Source: an optimization exercise on an open RTL-to-GDS flow (aim: small area and a short achievable clock period). Production flows keep margins and buffers that such runs may drop.
Power and IR drop assume default switching activity.

v6:
==> module fp_mult, before the edit <==
module fp_mult (
    input  logic        clk,
    input  logic        load,
    input  logic        first,
    input  logic        store,
    input  logic [31:0] a,
    input  logic [31:0] b,
    output logic [31:0] result
);
    logic        sgn;        
    logic [7:0]  exp_a, exp_b;
    logic [22:0] man_a;
    logic [23:0] man_b;      
    logic        nz_b;       
    always @(posedge clk) begin
        if (load) begin
            sgn   <= a[31] ^ b[31];
            exp_a <= a[30:23];
            exp_b <= b[30:23];
            man_a <= a[22:0];
            man_b <= {1'b1, b[22:0]};
        end
        else begin
            man_b <= man_b >> 5;
        end
    end
    logic [4:0] digit;
    assign digit = man_b[4:0];
    always @(posedge clk)
        nz_b <= (first ? 1'b0 : nz_b) | (load ? |digit[2:0] : |digit);
    logic [25:0] acc_s, acc_c;
    logic        acc_e;
    logic [25:0] x;
    assign x = {1'b1, man_a, 2'b00};
    logic [25:0] ns, nc;
    logic        ne;
    fp_mult_step step (.x(x),
                       .d(digit),
                       .s(first ? 26'd0 : acc_s),
                       .c(first ? 26'd0 : acc_c),
                       .e(acc_e & ~first),
                       .ns(ns),
                       .nc(nc),
                       .ne(ne));
    always @(posedge clk) begin
        acc_s <= ns;
        acc_c <= nc;
        acc_e <= ne;
    end
    logic [7:0] e2;
    logic       s2, z2;
    always @(posedge clk) begin
        e2    <= exp_a + exp_b + 8'd129;
        s2    <= sgn;
        z2    <= (exp_a == 8'd0 && man_a == 23'd0) ||
                 (exp_b == 8'd0 && !nz_b && digit[2:0] == 3'd0);
    end
    logic [25:0] p;
    assign p = acc_s + acc_c + {25'd0, acc_e};
    logic [7:0]  e3;
    logic [22:0] m3;
    logic        ovf, unf;
    assign e3  = p[24] ? e2 + 8'd1 : e2;
    assign m3  = p[24] ? p[23:1] : p[22:0];
    assign ovf = p[24] ? (e2 == 8'hFE) : (e2 == 8'hFF);
    assign unf = p[24] ? (e2 == 8'hFF) : (e2 == 8'h00);
    always @(posedge clk) begin
        if (store) begin
            if (z2)
                result <= 32'd0;
            else if (ovf)
                result <= {s2, 8'hFF, 23'd0};
            else if (unf)
                result <= {s2, 8'h00, 23'd0};
            else
                result <= {s2, e3, m3};
        end
    end
endmodule
==> module fp_add, before the edit <==
module fp_add (
    input  logic        clk,
    input  logic        rst,
    input  logic        add,
    input  logic        update,
    input  logic        run,
    input  logic [31:0] b,
    output logic [31:0] sum
);
    logic [31:0] a;
    assign a = sum;
    logic za, zb;
    always @(posedge clk)
        za <= (a[30:0] == 31'd0);
    assign zb = (b[30:23] == 8'd0);
    logic [23:0] man_a, man_b;
    assign man_a = {~za, a[22:0]};
    assign man_b = {~zb, b[22:0]};
    logic       swap;
    logic [4:0] shamt;
    logic [8:0] diff;
    logic [7:0] mag;
    assign diff  = {1'b0, a[30:23]} - {1'b0, b[30:23]};
    assign swap  = diff[8];
    assign mag   = swap ? -diff[7:0] : diff[7:0];
    assign shamt = (mag[7:5] != 3'd0) ? 5'd31 : mag[4:0];
    logic        swap_r;
    logic [23:0] minor;
    always @(posedge clk) begin
        swap_r <= swap;
        minor  <= (swap ? man_a : man_b) >> shamt;
    end
    logic        larger;     
    logic        s_sgn;
    logic [7:0]  s_exp;
    logic [24:0] s_man;
    always @(posedge clk) begin
        if (add) begin
            s_sgn <= (za && zb) ? 1'b0 : (larger ? a[31] : b[31]);
            s_exp <= swap_r ? b[30:23] : a[30:23];
            s_man <= {1'b0, swap_r ? man_b : man_a} + {1'b0, minor};
        end
    end
    always @(posedge clk or negedge rst) begin
        if (!rst)
            larger <= 1'b0;
        else if (add && run)
            larger <= !swap && (diff[7:0] != 8'd0 || a[22:0] > b[22:0]);
    end
    logic norm;
    assign norm = s_man[24] && !s_man[23] && (s_exp != 8'd0);
    always @(posedge clk or negedge rst) begin
        if (!rst)
            sum <= 32'd0;
        else if (update)
            sum <= {s_sgn, s_exp + {7'd0, norm}, norm ? s_man[23:1] : s_man[22:0]};
    end
endmodule
==> module PE, before the edit <==
module PE (
    input clk,
    input rst,
    input logic [31:0] PE_in_a,
    input logic [31:0] PE_in_b,
    output logic [31:0] PE_out_r
);
    logic [4:0] pm;      
    logic [5:0] pa;      
    logic       run;     
    always @(posedge clk or negedge rst) begin
        if (!rst) begin
            pm  <= 5'b00001;
            pa  <= 6'b000001;
            run <= 1'b0;
        end
        else begin
            pm <= {pm[3:0], pm[4]};
            pa <= {pa[4:0], pa[5]};
            if (pa[5])
                run <= 1'b1;
        end
    end
    logic [31:0] prod;
    fp_mult uut_1 (.clk(clk),
                   .load(pm[0]),
                   .first(pm[1]),
                   .store(pm[1] & ~pa[2]),
                   .a(PE_in_a),
                   .b(PE_in_b),
                   .result(prod));
    fp_add uut_2 (.clk(clk),
                  .rst(rst),
                  .add(pa[3]),
                  .update(pa[5] & run),
                  .run(run),
                  .b(prod),
                  .sum(PE_out_r));
endmodule
export LEC_CHECK = 0
export CAP_MARGIN = 20
export CORE_MARGIN = 2
export CORE_UTILIZATION = 40
export SLEW_MARGIN = 20
create_clock -name core_clock -period 12.0 [get_ports {clk}]
standard.sh (not shown) runs the stock make flow with config.mk's settings and CLKGATE_MAP_FILE= SYNTH_SCRIPT=/design/flow/synth_recipe.tcl, a recipe that flattens the netlist after the stock synthesis.
==> flow/flow/run.sh <==
#!/bin/bash
set -euo pipefail
bash standard.sh finish SETUP_SLACK_MARGIN=8.5 "BUFFER_PORTS_ARGS=-buffer_cell sky130_fd_sc_hd__buf_2" > flow.log 2>&1
Modified inputs, v7 compared to v6
diff --git a/flow/design.v b/flow/design.v
--- a/flow/design.v
+++ b/flow/design.v
@@ -7,30 +7,28 @@
     input  logic [31:0] a,
     input  logic [31:0] b,
     output logic [31:0] result
 );
     logic        sgn;        
-    logic [7:0]  exp_a, exp_b;
+    logic [7:0]  exp_s;      
+    logic        zero;       
     logic [22:0] man_a;
     logic [23:0] man_b;      
-    logic        nz_b;       
     always @(posedge clk) begin
         if (load) begin
             sgn   <= a[31] ^ b[31];
-            exp_a <= a[30:23];
-            exp_b <= b[30:23];
+            exp_s <= a[30:23] + b[30:23] + 8'd129;
+            zero  <= (a[30:0] == 31'd0) || (b[30:0] == 31'd0);
             man_a <= a[22:0];
             man_b <= {1'b1, b[22:0]};
         end
         else begin
             man_b <= man_b >> 5;
         end
     end
     logic [4:0] digit;
     assign digit = man_b[4:0];
-    always @(posedge clk)
-        nz_b <= (first ? 1'b0 : nz_b) | (load ? |digit[2:0] : |digit);
     logic [25:0] acc_s, acc_c;
     logic        acc_e;
     logic [25:0] x;
     assign x = {1'b1, man_a, 2'b00};
     logic [25:0] ns, nc;
@@ -49,14 +47,13 @@
         acc_e <= ne;
     end
     logic [7:0] e2;
     logic       s2, z2;
     always @(posedge clk) begin
-        e2    <= exp_a + exp_b + 8'd129;
-        s2    <= sgn;
-        z2    <= (exp_a == 8'd0 && man_a == 23'd0) ||
-                 (exp_b == 8'd0 && !nz_b && digit[2:0] == 3'd0);
+        e2 <= exp_s;
+        s2 <= sgn;
+        z2 <= zero;
     end
     logic [25:0] p;
     assign p = acc_s + acc_c + {25'd0, acc_e};
     logic [7:0]  e3;
     logic [22:0] m3;
@@ -677,18 +674,20 @@
         za <= (a[30:0] == 31'd0);
     assign zb = (b[30:23] == 8'd0);
     logic [23:0] man_a, man_b;
     assign man_a = {~za, a[22:0]};
     assign man_b = {~zb, b[22:0]};
-    logic       swap;
-    logic [4:0] shamt;
     logic [8:0] diff;
     logic [7:0] mag;
-    assign diff  = {1'b0, a[30:23]} - {1'b0, b[30:23]};
-    assign swap  = diff[8];
-    assign mag   = swap ? -diff[7:0] : diff[7:0];
-    assign shamt = (mag[7:5] != 3'd0) ? 5'd31 : mag[4:0];
+    assign diff = {1'b0, a[30:23]} - {1'b0, b[30:23]};
+    assign mag  = diff[8] ? -diff[7:0] : diff[7:0];
+    logic       swap;
+    logic [4:0] shamt;
+    always @(posedge clk) begin
+        swap  <= diff[8];
+        shamt <= (mag[7:5] != 3'd0) ? 5'd31 : mag[4:0];
+    end
     logic        swap_r;
     logic [23:0] minor;
     always @(posedge clk) begin
         swap_r <= swap;
         minor  <= (swap ? man_a : man_b) >> shamt;
@@ -706,11 +705,11 @@
     end
     always @(posedge clk or negedge rst) begin
         if (!rst)
             larger <= 1'b0;
         else if (add && run)
-            larger <= !swap && (diff[7:0] != 8'd0 || a[22:0] > b[22:0]);
+            larger <= !diff[8] && (diff[7:0] != 8'd0 || a[22:0] > b[22:0]);
     end
     logic norm;
     assign norm = s_man[24] && !s_man[23] && (s_exp != 8'd0);
     always @(posedge clk or negedge rst) begin
         if (!rst)
@@ -751,11 +750,11 @@
                    .a(PE_in_a),
                    .b(PE_in_b),
                    .result(prod));
     fp_add uut_2 (.clk(clk),
                   .rst(rst),
-                  .add(pa[3]),
+                  .add((pa[4] & ~pm[2]) | (pa[3] & pm[1])),
                   .update(pa[5] & run),
                   .run(run),
                   .b(prod),
                   .sum(PE_out_r));
 endmodule
Findings:
v7 vs v6, fraction of power spent switching nets went up by 1.2 points.
Summary of the comparison: non-clock buffer count is lower in v7, relative to v6.
Summary — power consumed by the clock network, v7 relative to v6: lower, by 18%.
Summary of the comparison: wire length of the first global-routing pass is lower in v7, relative to v6.
When v7 is measured against v6, its areal power density over the cells turns out 1.9% higher.
Per the comparison of v7 with v6, final core utilization fell by 4.2 points, share of cell area taken by multi-input logic gates now larger.
When the final numbers for v6 and v7 were put side by side, the average routed wire per standard cell turned out to be smaller in v7.
Comparing v6 and v7, the higher flip-flop and latch count after synthesis is on v6.
The standard cells in v7 occupy less silicon area than those in v6 do.
v7 vs. v6: number of sequential cells in the layout moved down; number of inserted filler cells in the final layout now sits higher.
In v7 the simple-gate portion of the synthesized area turned out 0.52 points higher than in v6.
Function was not checked in any run of this note: the RTL went through the layout flow alone.

## re-timing with driven ports
The results above use ideal ports. As a check the final layouts listed here were re-extracted and re-timed, cells and wires unchanged.
Step 1: set_driving_cell puts a clkbuf_16 on clk and a buf_2 on each other input, an assumption about the parent block.
Step 2 moves the port delays by t, midway between the first and last clock arrival at a register: inputs arrive t later, outputs are due t later. That takes back most of the time a late clock gives input paths.
Slacks: no drivers / after step 1 / after step 2; pairs: no drivers / after step 1.
| run | t, ns | setup slack, ns | cell pins on the clock port's net |
|---|---|---|---|
| v6 | 0.645 | 7.976 / 7.976 / 7.976 | 1 |
| v7 | 0.625 | 8.462 / 8.420 / 7.850 | 1 |
After both steps setup and hold are still met in every run listed. The setup slack of v7, which loses most, moves by -0.042 ns with the drivers and by -0.612 ns with both steps.
